This design comes from an exercise in tuning for small area, a short achievable clock period and few clock cycles on the open sky130 flow, not from production work.
Only simulation tests tie the RTL to the original design; equivalence was not proved.
Power and IR drop assume default switching activity.

v12:
// alu_add
module alu_add (
    input   logic           clk_i,
    input   logic           rst_i,
    input   logic [36:0]    left_i,      
    input   logic [36:0]    right_i,     
    output  logic           in_ready_o,
    input   logic           in_valid_i,
    output  logic [36:0]    result_o,    
    input   logic           out_ready_i,
    output  logic           out_valid_o
);
For scale: ~1400 cells after synthesis, about 85 flip-flops, roughly 9100 um^2 of cells after synthesis.
clock: 10.0 ns
lec_check: 0
abc_area: 1
cap_margin: 0
core_margin: 2
core_utilization: 40
slew_margin: 0
standard.sh (not shown) runs the stock make flow with config.mk's settings and CLKGATE_MAP_FILE= SYNTH_SCRIPT=/design/flow/synth_recipe.tcl, a recipe that flattens the netlist after the stock synthesis.
==> flow/flow/run.sh <==
#!/bin/bash
# Standard ORFS layout, with three changes: adders are left to abc as plain gates (no
# half/full adder cells), ports are buffered by buf_1 cells instead of clkdlybuf4s50_1,
# and timing repair aims at 5.4 ns of setup slack.
set -euo pipefail
bash standard.sh ADDER_MAP_FILE= 'BUFFER_PORTS_ARGS=-buffer_cell sky130_fd_sc_hd__buf_1' SETUP_SLACK_MARGIN=5.4 finish > standard.log 2>&1
Testbench counts of v12, summed over its fixed seeds: cycles 3,216.
Inputs modified between v12 and v5:
==> flow/flow/run.sh <==
#!/bin/bash
# Standard ORFS layout, with three changes: adders are left to abc as plain gates (no
# half/full adder cells), ports are buffered by buf_1 cells instead of clkdlybuf4s50_1,
# and timing repair aims at 5 ns of setup slack.
set -euo pipefail
bash standard.sh ADDER_MAP_FILE= 'BUFFER_PORTS_ARGS=-buffer_cell sky130_fd_sc_hd__buf_1' SETUP_SLACK_MARGIN=5 finish > standard.log 2>&1
Findings:
- Summary of v5 over v12: combinational group share of total power decreased by 1.8 points relative to the old numbers; amount of wire on met3 after detailed routing down 84 um.
- Compared with v12, in v5 clock group total power up about 7%; first-pass GRT wire length -1.3 mm; fraction of met3 tracks used by global routing now larger.
- A worst setup path startpoint of right_i[33] is what v12 shows, while left_i[33] belongs to v5.
- v5 vs v12 — utilization of the core after routing dropped 2.8 points.
- In v5, the worst setup slack came out 330 ps below the value in v12.
- Any difference in multi-input gate count between v12 and v5 is small enough to ignore.
The inputs of v7 differ from those of v5 as listed below.
# v5
export LEC_CHECK = 0
export ABC_AREA = 1
export CAP_MARGIN = 0
export CORE_MARGIN = 2
export CORE_UTILIZATION = 40
export SLEW_MARGIN = 0
create_clock -name core_clock -period 10.0 [get_ports {clk_i}]
# v7
export LEC_CHECK = 0
export ABC_AREA = 1
export CAP_MARGIN = 0
export CORE_MARGIN = 2
export CORE_UTILIZATION = 40
export CTS_BUF_LIST = sky130_fd_sc_hd__clkbuf_8
export SLEW_MARGIN = 0
create_clock -name core_clock -period 10.0 [get_ports {clk_i}]
==> flow/flow/run.sh <==
#!/bin/bash
# Standard ORFS layout, with three changes: adders are left to abc as plain gates (no
# half/full adder cells), ports are buffered by buf_1 cells instead of clkdlybuf4s50_1,
# and timing repair aims at 5.1 ns of setup slack.
set -euo pipefail
bash standard.sh ADDER_MAP_FILE= 'BUFFER_PORTS_ARGS=-buffer_cell sky130_fd_sc_hd__buf_1' SETUP_SLACK_MARGIN=5.1 finish > standard.log 2>&1
[summary]
Smallest hold slack ends up higher on v7.
On detailed-route wire length, v7 and v5 are neck and neck.
More vias were needed by v7 than by v5.
The lower setup slack came out of v5.
Going from v5 to v7, filler-free cell count of the finished design shrinks by 6.
Non-clock buffer count of v7 falls short of that of v5 by a few percent.
The cell area reported for v7 is smaller than that of v5 by 130 um^2.
v7: shortest clock period the worst path allows after layout 70 ps below v5
Status: synthesized area parity (v7, v5)
The following lists how v1 was set up differently from v7:
# v7
export LEC_CHECK = 0
export ABC_AREA = 1
export CAP_MARGIN = 0
export CORE_MARGIN = 2
export CORE_UTILIZATION = 40
export CTS_BUF_LIST = sky130_fd_sc_hd__clkbuf_8
export SLEW_MARGIN = 0
create_clock -name core_clock -period 10.0 [get_ports {clk_i}]
# v1
export LEC_CHECK = 0
export ABC_AREA = 1
export CAP_MARGIN = 0
export CORE_MARGIN = 2
export CORE_UTILIZATION = 50
export SETUP_SLACK_MARGIN = 5
export SLEW_MARGIN = 0
create_clock -name core_clock -period 10.0 [get_ports {clk_i}]
==> flow/flow/run.sh <==
#!/bin/bash
# Standard ORFS layout, with ports buffered by buf_1 cells instead of clkdlybuf4s50_1.
set -euo pipefail
bash standard.sh 'BUFFER_PORTS_ARGS=-buffer_cell sky130_fd_sc_hd__buf_1' finish > standard.log 2>&1
Findings:
in -> reg as the type of the worst setup path was reported by v7, and reg -> reg by v1. In v1, routed length on met1 is higher than in v7. [compare] base=v7 new=v1: via count increased by 7.2% relative to the old numbers; worst setup slack decreased by 170 ps relative to the old numbers; fraction of area in multi-input gates increased by 2.2 points relative to the old numbers; count of filler cells inserted in the layout decreased by 18% relative to the old numbers. In the tables for v7 and v1, wire length reads higher with v1. met2 global-route usage came out higher on v1 than on v7. Library cell contributing the largest single delay on the critical path = maj3_1: v7; library cell contributing the largest single delay on the critical path = fa_1: v1.
Modified inputs, v37 compared to v1
# v1
export LEC_CHECK = 0
export ABC_AREA = 1
export CAP_MARGIN = 0
export CORE_MARGIN = 2
export CORE_UTILIZATION = 50
export SETUP_SLACK_MARGIN = 5
export SLEW_MARGIN = 0
create_clock -name core_clock -period 10.0 [get_ports {clk_i}]
# v37
export LEC_CHECK = 0
export ABC_AREA = 1
export CAP_MARGIN = 0
export CORE_MARGIN = 2
export CORE_UTILIZATION = 40
export SLEW_MARGIN = 0
create_clock -name core_clock -period 10.0 [get_ports {clk_i}]
==> flow/flow/run.sh <==
#!/bin/bash
# Standard ORFS layout, with three changes: adders are left to abc as plain gates (no
# half/full adder cells), ports are buffered by buf_1 cells instead of clkdlybuf4s50_1,
# and timing repair aims at 5.25 ns of setup slack.
set -euo pipefail
bash standard.sh ADDER_MAP_FILE= 'BUFFER_PORTS_ARGS=-buffer_cell sky130_fd_sc_hd__buf_1' SETUP_SLACK_MARGIN=5.25 finish > standard.log 2>&1
==> comparison <==
The xor and xnor area share after synthesis of v37 exceeds that of v1 by 1.8 points. Compared v37 vs v1, and minimum setup slack after placement is up in v37. v37 vs v1: x dimension of the die up. Going from v1 to v37, first-pass GRT wire length shrank by a little under 10%. Final area, v1 and v37, lower one = v37. Lower synthesized area was reported by v37, not v1. Looking at average instance area after synthesis across v1 and v37, the one that comes out higher is v1. Hold slack (v37 over v1): increase, 6.0 ps. v37 vs v1: instance area at placement down by a little under 10%.
Here is what was changed in the inputs of v31 compared with v37.
# v37
export LEC_CHECK = 0
export ABC_AREA = 1
export CAP_MARGIN = 0
export CORE_MARGIN = 2
export CORE_UTILIZATION = 40
export SLEW_MARGIN = 0
create_clock -name core_clock -period 10.0 [get_ports {clk_i}]
# v31
export LEC_CHECK = 0
export ABC_AREA = 1
export CAP_MARGIN = 0
export CORE_MARGIN = 2
export CORE_UTILIZATION = 40
export CTS_BUF_LIST = sky130_fd_sc_hd__clkbuf_8
export SLEW_MARGIN = 0
create_clock -name core_clock -period 10.0 [get_ports {clk_i}]
--- outcome ---
v31 against v37; wire length on met1 is down slightly. v37 → v31: worst hold slack +3.3 ps, number of non-filler instances in the completed layout saw an increase, worst ir drop on vdd down 20%. Compared with v37, in v31 post-CTS setup buffer count now sits lower, fmax now sits at about the same level.

==> separate check: timing with driven ports <==
How much do the figures lean on ideal ports? The routed layouts below were timed once more, with nothing changed but the port constraints.
Step 1 sets driving cells, clkbuf_16 on the clock port and buf_2 on the other inputs (assumed; they add their load-dependent delay and slew).
Step 2 moves the port delays by t, midway between the first and last clock arrival at a register: inputs arrive t later, outputs are due t later. That takes back most of the time a late clock gives input paths.
Three values: ideal ports, drivers, drivers and shift; two values: the first two.
run | shift t [ns] | setup WS [ns] | worst hold slack (ns) | worst setup path after step 2 | latest minus earliest clock arrival (ns)
v12 | 0.395 | 5.502 / 5.490 / 5.096 | 0.528 / 0.528 / 0.528 | input to register | 0.009 / 0.009
v5 | 0.397 | 5.176 / 5.197 / 4.801 | 0.535 / 0.535 / 0.535 | input to register | 0.010 / 0.009
v7 | 0.407 | 5.247 / 5.261 / 4.853 | 0.540 / 0.540 / 0.540 | input to register | 0.014 / 0.013
v1 | 0.379 | 5.072 / 5.072 / 4.775 | 0.526 / 0.526 / 0.526 | input to register | 0.006 / 0.007
v37 | 0.391 | 5.371 / 5.393 / 5.002 | 0.532 / 0.532 / 0.532 | input to register | 0.009 / 0.010
v31 | 0.413 | 5.368 / 5.387 / 4.973 | 0.535 / 0.535 / 0.535 | input to register | 0.020 / 0.019
After both steps every run listed still meets setup and hold. The setup slack of v12, which loses most, moves by -0.012 ns with the drivers and by -0.406 ns with both steps.
